Context: an optimization exercise on an open-source flow, tuned for small area. The choices shown serve that exercise and are no tape-out recipe. Where RTL was checked, it was by simulation tests only, not by an equivalence proof against the original. The flow treats the clock pin as an ideal source. Dropping or thinning the clock tree relies on that and would not hold on a real chip.

oak:
==> flow/design.v <==
module filter_median_top (
  input        clk, rst_n,
  input  [7:0] pixel,
  output [7:0] median
);
  reg  [7:0] s0;
  reg  [7:0] s1;
  reg  [7:0] s2;
  reg  [7:0] s3;
  reg  [7:0] s4;
  reg  [7:0] s5;
  reg  [7:0] s6;
  reg  [7:0] s7;
  reg  [7:0] s8;
  reg  [7:0] s9;
  reg  [3:0] s10;
  reg  [9:0] v;             
  always @(posedge clk) begin
    s0 <= pixel[7:0];
    s1 <= s0[7:0];
    s2 <= s1[7:0];
    s3 <= s2[7:0];
    s4 <= s3[7:0];
    s5 <= s4[7:0];
    s6 <= s5[7:0];
    s7 <= s6[7:0];
    s8 <= s7[7:0];
    s9 <= s8[7:0];
    s10 <= s9[3:0];
  end
  always @(posedge clk or negedge rst_n) begin
    if (!rst_n) v <= 10'd0;
    else        v <= {v[8:0], 1'b1};
  end
  function [18:0] level(input [8:0] x, input [8:0] hi, input [8:0] lo);
    reg [8:0] e;
    reg       m;
    begin
      e = hi | (x & ~lo);
      m = maj9(e);
      level = {m, hi | (e & {9{~m}}), lo | (~e & {9{m}})};
    end
  endfunction
  function maj9(input [8:0] t);
    reg [2:0] mx, md, mn;
    begin
      mx = {t[8] | t[7] | t[6], t[5] | t[4] | t[3], t[2] | t[1] | t[0]};
      md = {maj3(t[8], t[7], t[6]), maj3(t[5], t[4], t[3]), maj3(t[2], t[1], t[0])};
      mn = {t[8] & t[7] & t[6], t[5] & t[4] & t[3], t[2] & t[1] & t[0]};
      maj9 = maj3(&mx, maj3(md[2], md[1], md[0]), |mn);
    end
  endfunction
  function maj3(input a, input b, input c);
    maj3 = (a & b) | (a & c) | (b & c);
  endfunction
  wire [8:0] valid = v[9:1];
  wire [8:0] hi0_0 = 9'd0;
  wire [8:0] lo0_0 = ~valid;
  wire [8:0] x0_0 = {s9[7], s8[7], s7[7], s6[7], s5[7], s4[7], s3[7], s2[7], s1[7]};
  wire       m7;
  wire [8:0] hi0_1, lo0_1;
  assign {m7, hi0_1, lo0_1} = level(x0_0, hi0_0, lo0_0);
  wire [8:0] x0_1 = {s9[6], s8[6], s7[6], s6[6], s5[6], s4[6], s3[6], s2[6], s1[6]};
  wire       m6;
  wire [8:0] hi0_2, lo0_2;
  assign {m6, hi0_2, lo0_2} = level(x0_1, hi0_1, lo0_1);
  wire [8:0] x0_2 = {s9[5], s8[5], s7[5], s6[5], s5[5], s4[5], s3[5], s2[5], s1[5]};
  wire       m5;
  wire [8:0] hi0_3, lo0_3;
  assign {m5, hi0_3, lo0_3} = level(x0_2, hi0_2, lo0_2);
  wire [8:0] x0_3 = {s9[4], s8[4], s7[4], s6[4], s5[4], s4[4], s3[4], s2[4], s1[4]};
  wire       m4;
  wire [8:0] hi0_4, lo0_4;
  assign {m4, hi0_4, lo0_4} = level(x0_3, hi0_3, lo0_3);
  reg  [8:0] hi_q1, lo_q1;       
  reg  [7:4] m_q1;
  always @(posedge clk) begin
    hi_q1 <= ~hi0_4;
    lo_q1 <= ~lo0_4;
    m_q1 <= {m7, m6, m5, m4};
  end
  wire [8:0] hi1_0 = ~hi_q1;
  wire [8:0] lo1_0 = ~lo_q1;
  wire [8:0] x1_0 = {s10[3], s9[3], s8[3], s7[3], s6[3], s5[3], s4[3], s3[3], s2[3]};
  wire       m3;
  wire [8:0] hi1_1, lo1_1;
  assign {m3, hi1_1, lo1_1} = level(x1_0, hi1_0, lo1_0);
  wire [8:0] x1_1 = {s10[2], s9[2], s8[2], s7[2], s6[2], s5[2], s4[2], s3[2], s2[2]};
  wire       m2;
  wire [8:0] hi1_2, lo1_2;
  assign {m2, hi1_2, lo1_2} = level(x1_1, hi1_1, lo1_1);
  wire [8:0] x1_2 = {s10[1], s9[1], s8[1], s7[1], s6[1], s5[1], s4[1], s3[1], s2[1]};
  wire       m1;
  wire [8:0] hi1_3, lo1_3;
  assign {m1, hi1_3, lo1_3} = level(x1_2, hi1_2, lo1_2);
  wire [8:0] x1_3 = {s10[0], s9[0], s8[0], s7[0], s6[0], s5[0], s4[0], s3[0], s2[0]};
  wire       m0;
  wire [8:0] hi1_4, lo1_4;
  assign {m0, hi1_4, lo1_4} = level(x1_3, hi1_3, lo1_3);
  reg  [7:0] med_q;
  always @(posedge clk or negedge rst_n) begin
    if (!rst_n) med_q <= 8'd0;
    else        med_q <= v[3] ? {m_q1, m3, m2, m1, m0} : 8'd0;
  end
  assign median = med_q;
endmodule
Settings: LEC_CHECK=0, CAP_MARGIN=20, CORE_MARGIN=2, CORE_UTILIZATION=40, SLEW_MARGIN=20; clock period 6.7 ns.
standard.sh (not shown) runs the stock make flow with config.mk's settings and CLKGATE_MAP_FILE= SYNTH_SCRIPT=/design/flow/synth_recipe.tcl, a recipe that flattens the netlist after the stock synthesis.
==> flow/flow/run.sh <==
#!/bin/bash
# Layout flow: the standard ORFS flow with these changes:
#  - synthesis maps the logic with an area-oriented ABC script
#    (abc_area_map.script) instead of ORFS's, which buffers and upsizes for
#    speed; register inference, naming and flattening are unchanged;
#  - the port buffers are the smallest buffer (still one on every port);
#  - a small balanced clock tree made by hand (cts_manual.tcl) in place of
#    clock_tree_synthesis.
set -euo pipefail
HERE=$(pwd)
# synth.tcl with ABC's script replaced, right after the preamble sets it
sed "s|^source \$::env(SCRIPTS_DIR)/synth_preamble.tcl\$|&\nset abc_args [lreplace \$abc_args 1 1 $HERE/flow/abc_area_map.script]|" \
  "$FLOW_HOME/scripts/synth.tcl" > "$HERE/synth_area_map.tcl"
grep -q abc_area_map.script "$HERE/synth_area_map.tcl"
# The standard flow's synthesis script, sourcing that synth.tcl
sed "s|\$::env(SCRIPTS_DIR)/synth.tcl|$HERE/synth_area_map.tcl|" synth_recipe.tcl > "$HERE/synth_top.tcl"
grep -q synth_area_map.tcl "$HERE/synth_top.tcl"
export MANUAL_CTS_LEAF=${MANUAL_CTS_LEAF:-sky130_fd_sc_hd__clkbuf_8}
export MANUAL_CTS_ROOT=${MANUAL_CTS_ROOT:-sky130_fd_sc_hd__clkbuf_4}
export MANUAL_CTS_NX=${MANUAL_CTS_NX:-4}
export MANUAL_CTS_NY=${MANUAL_CTS_NY:-2}
bash standard.sh SYNTH_SCRIPT="$HERE/synth_top.tcl" \
  BUFFER_PORTS_ARGS="-buffer_cell sky130_fd_sc_hd__buf_1" \
  PRE_CTS_TCL="$HERE/flow/cts_manual.tcl" finish > "$HERE/flow_make.log" 2>&1
Other scripts of this flow, unchanged in this note and not shown: flow/flow/abc_area_map.script, flow/flow/cts_manual.tcl
What pine does differently from oak at the input level:
==> flow/design.v <==
module filter_median_top (
  input        clk, rst_n,
  input  [7:0] pixel,
  output [7:0] median
);
  reg  [7:0] s0;
  reg  [7:0] s1;
  reg  [7:0] s2;
  reg  [7:0] s3;
  reg  [7:0] s4;
  reg  [7:0] s5;
  reg  [7:0] s6;
  reg  [7:0] s7;
  reg  [7:0] s8;
  reg  [3:0] s9;
  reg  [8:0] v;             
  always @(posedge clk) begin
    s0 <= pixel[7:0];
    s1 <= s0[7:0];
    s2 <= s1[7:0];
    s3 <= s2[7:0];
    s4 <= s3[7:0];
    s5 <= s4[7:0];
    s6 <= s5[7:0];
    s7 <= s6[7:0];
    s8 <= s7[7:0];
    s9 <= s8[3:0];
  end
  always @(posedge clk or negedge rst_n) begin
    if (!rst_n) v <= 9'd0;
    else        v <= {v[7:0], 1'b1};
  end
  function [18:0] level(input [8:0] x, input [8:0] hi, input [8:0] lo);
    reg [8:0] e;
    reg       m;
    begin
      e = hi | (x & ~lo);
      m = maj9(e);
      level = {m, hi | (e & {9{~m}}), lo | (~e & {9{m}})};
    end
  endfunction
  function maj9(input [8:0] t);
    reg [2:0] mx, md, mn;
    begin
      mx = {t[8] | t[7] | t[6], t[5] | t[4] | t[3], t[2] | t[1] | t[0]};
      md = {maj3(t[8], t[7], t[6]), maj3(t[5], t[4], t[3]), maj3(t[2], t[1], t[0])};
      mn = {t[8] & t[7] & t[6], t[5] & t[4] & t[3], t[2] & t[1] & t[0]};
      maj9 = maj3(&mx, maj3(md[2], md[1], md[0]), |mn);
    end
  endfunction
  function maj3(input a, input b, input c);
    maj3 = (a & b) | (a & c) | (b & c);
  endfunction
  wire [8:0] valid = v[8:0];
  wire [8:0] hi0_0 = 9'd0;
  wire [8:0] lo0_0 = ~valid;
  wire [8:0] x0_0 = {s8[7], s7[7], s6[7], s5[7], s4[7], s3[7], s2[7], s1[7], s0[7]};
  wire       m7;
  wire [8:0] hi0_1, lo0_1;
  assign {m7, hi0_1, lo0_1} = level(x0_0, hi0_0, lo0_0);
  wire [8:0] x0_1 = {s8[6], s7[6], s6[6], s5[6], s4[6], s3[6], s2[6], s1[6], s0[6]};
  wire       m6;
  wire [8:0] hi0_2, lo0_2;
  assign {m6, hi0_2, lo0_2} = level(x0_1, hi0_1, lo0_1);
  wire [8:0] x0_2 = {s8[5], s7[5], s6[5], s5[5], s4[5], s3[5], s2[5], s1[5], s0[5]};
  wire       m5;
  wire [8:0] hi0_3, lo0_3;
  assign {m5, hi0_3, lo0_3} = level(x0_2, hi0_2, lo0_2);
  wire [8:0] x0_3 = {s8[4], s7[4], s6[4], s5[4], s4[4], s3[4], s2[4], s1[4], s0[4]};
  wire       m4;
  wire [8:0] hi0_4, lo0_4;
  assign {m4, hi0_4, lo0_4} = level(x0_3, hi0_3, lo0_3);
  reg  [8:0] hi_q1, lo_q1;
  reg  [7:4] m_q1;
  always @(posedge clk) begin
    hi_q1 <= hi0_4;
    lo_q1 <= lo0_4;
    m_q1 <= {m7, m6, m5, m4};
  end
  wire [8:0] hi1_0 = hi_q1;
  wire [8:0] lo1_0 = lo_q1;
  wire [8:0] x1_0 = {s9[3], s8[3], s7[3], s6[3], s5[3], s4[3], s3[3], s2[3], s1[3]};
  wire       m3;
  wire [8:0] hi1_1, lo1_1;
  assign {m3, hi1_1, lo1_1} = level(x1_0, hi1_0, lo1_0);
  wire [8:0] x1_1 = {s9[2], s8[2], s7[2], s6[2], s5[2], s4[2], s3[2], s2[2], s1[2]};
  wire       m2;
  wire [8:0] hi1_2, lo1_2;
  assign {m2, hi1_2, lo1_2} = level(x1_1, hi1_1, lo1_1);
  wire [8:0] x1_2 = {s9[1], s8[1], s7[1], s6[1], s5[1], s4[1], s3[1], s2[1], s1[1]};
  wire       m1;
  wire [8:0] hi1_3, lo1_3;
  assign {m1, hi1_3, lo1_3} = level(x1_2, hi1_2, lo1_2);
  wire [8:0] x1_3 = {s9[0], s8[0], s7[0], s6[0], s5[0], s4[0], s3[0], s2[0], s1[0]};
  wire       m0;
  wire [8:0] hi1_4, lo1_4;
  assign {m0, hi1_4, lo1_4} = level(x1_3, hi1_3, lo1_3);
  reg  [7:0] med_d;
  always @(posedge clk) med_d <= {m_q1, m3, m2, m1, m0};
  reg  [7:0] med_q;
  always @(posedge clk or negedge rst_n) begin
    if (!rst_n) med_q <= 8'd0;
    else        med_q <= v[3] ? med_d : 8'd0;
  end
  assign median = med_q;
endmodule
Notes after the runs:
For worst hold slack, oak and pine come out practically identical. pine -> oak: clock skew flat. pine: critical path depth is 5.9% lower than what oak reported. Layout inverter count without the clock tree grows by more than 10% when moving from oak to pine. Average vias per placed instance (lower): pine.
The RTL of oak was laid out without a check of its function. In every run of this note, the design's own scripts or RTL, not TritonCTS, make the clock network.

-- separate check: timing with driven ports --
The results above use ideal ports. As a check the final layouts listed here were re-extracted and re-timed, cells and wires unchanged.
Step 1 (the two cells are an assumption about what drives the block):
set clk [get_ports {clk}]
set_driving_cell -lib_cell sky130_fd_sc_hd__clkbuf_16 $clk
set_driving_cell -lib_cell sky130_fd_sc_hd__buf_2 [delete_from_list [all_inputs] $clk]
Step 2, shift: input delay + t, output delay - t, t = (earliest + latest rising clock arrival at the registers) / 2. This alone moves slack from input paths to output paths.
Three values: ideal ports, drivers, drivers and shift; two values: the first two.
| run | shift t [ns] | setup WS [ns] | latest minus earliest clock arrival (ns) | slew at the worst register clock pin (ns) | worst slew at a driven data input, ns |
|---|---|---|---|---|---|
| oak | 0.495 | 0.356 / 0.356 / 0.356 | 0.016 / 0.015 | 0.10 / 0.10 | 0.03 |
| pine | 0.495 | 0.465 / 0.465 / 0.465 | 0.017 / 0.017 | 0.10 / 0.10 | 0.03 |
After both steps every run listed still meets setup and hold.
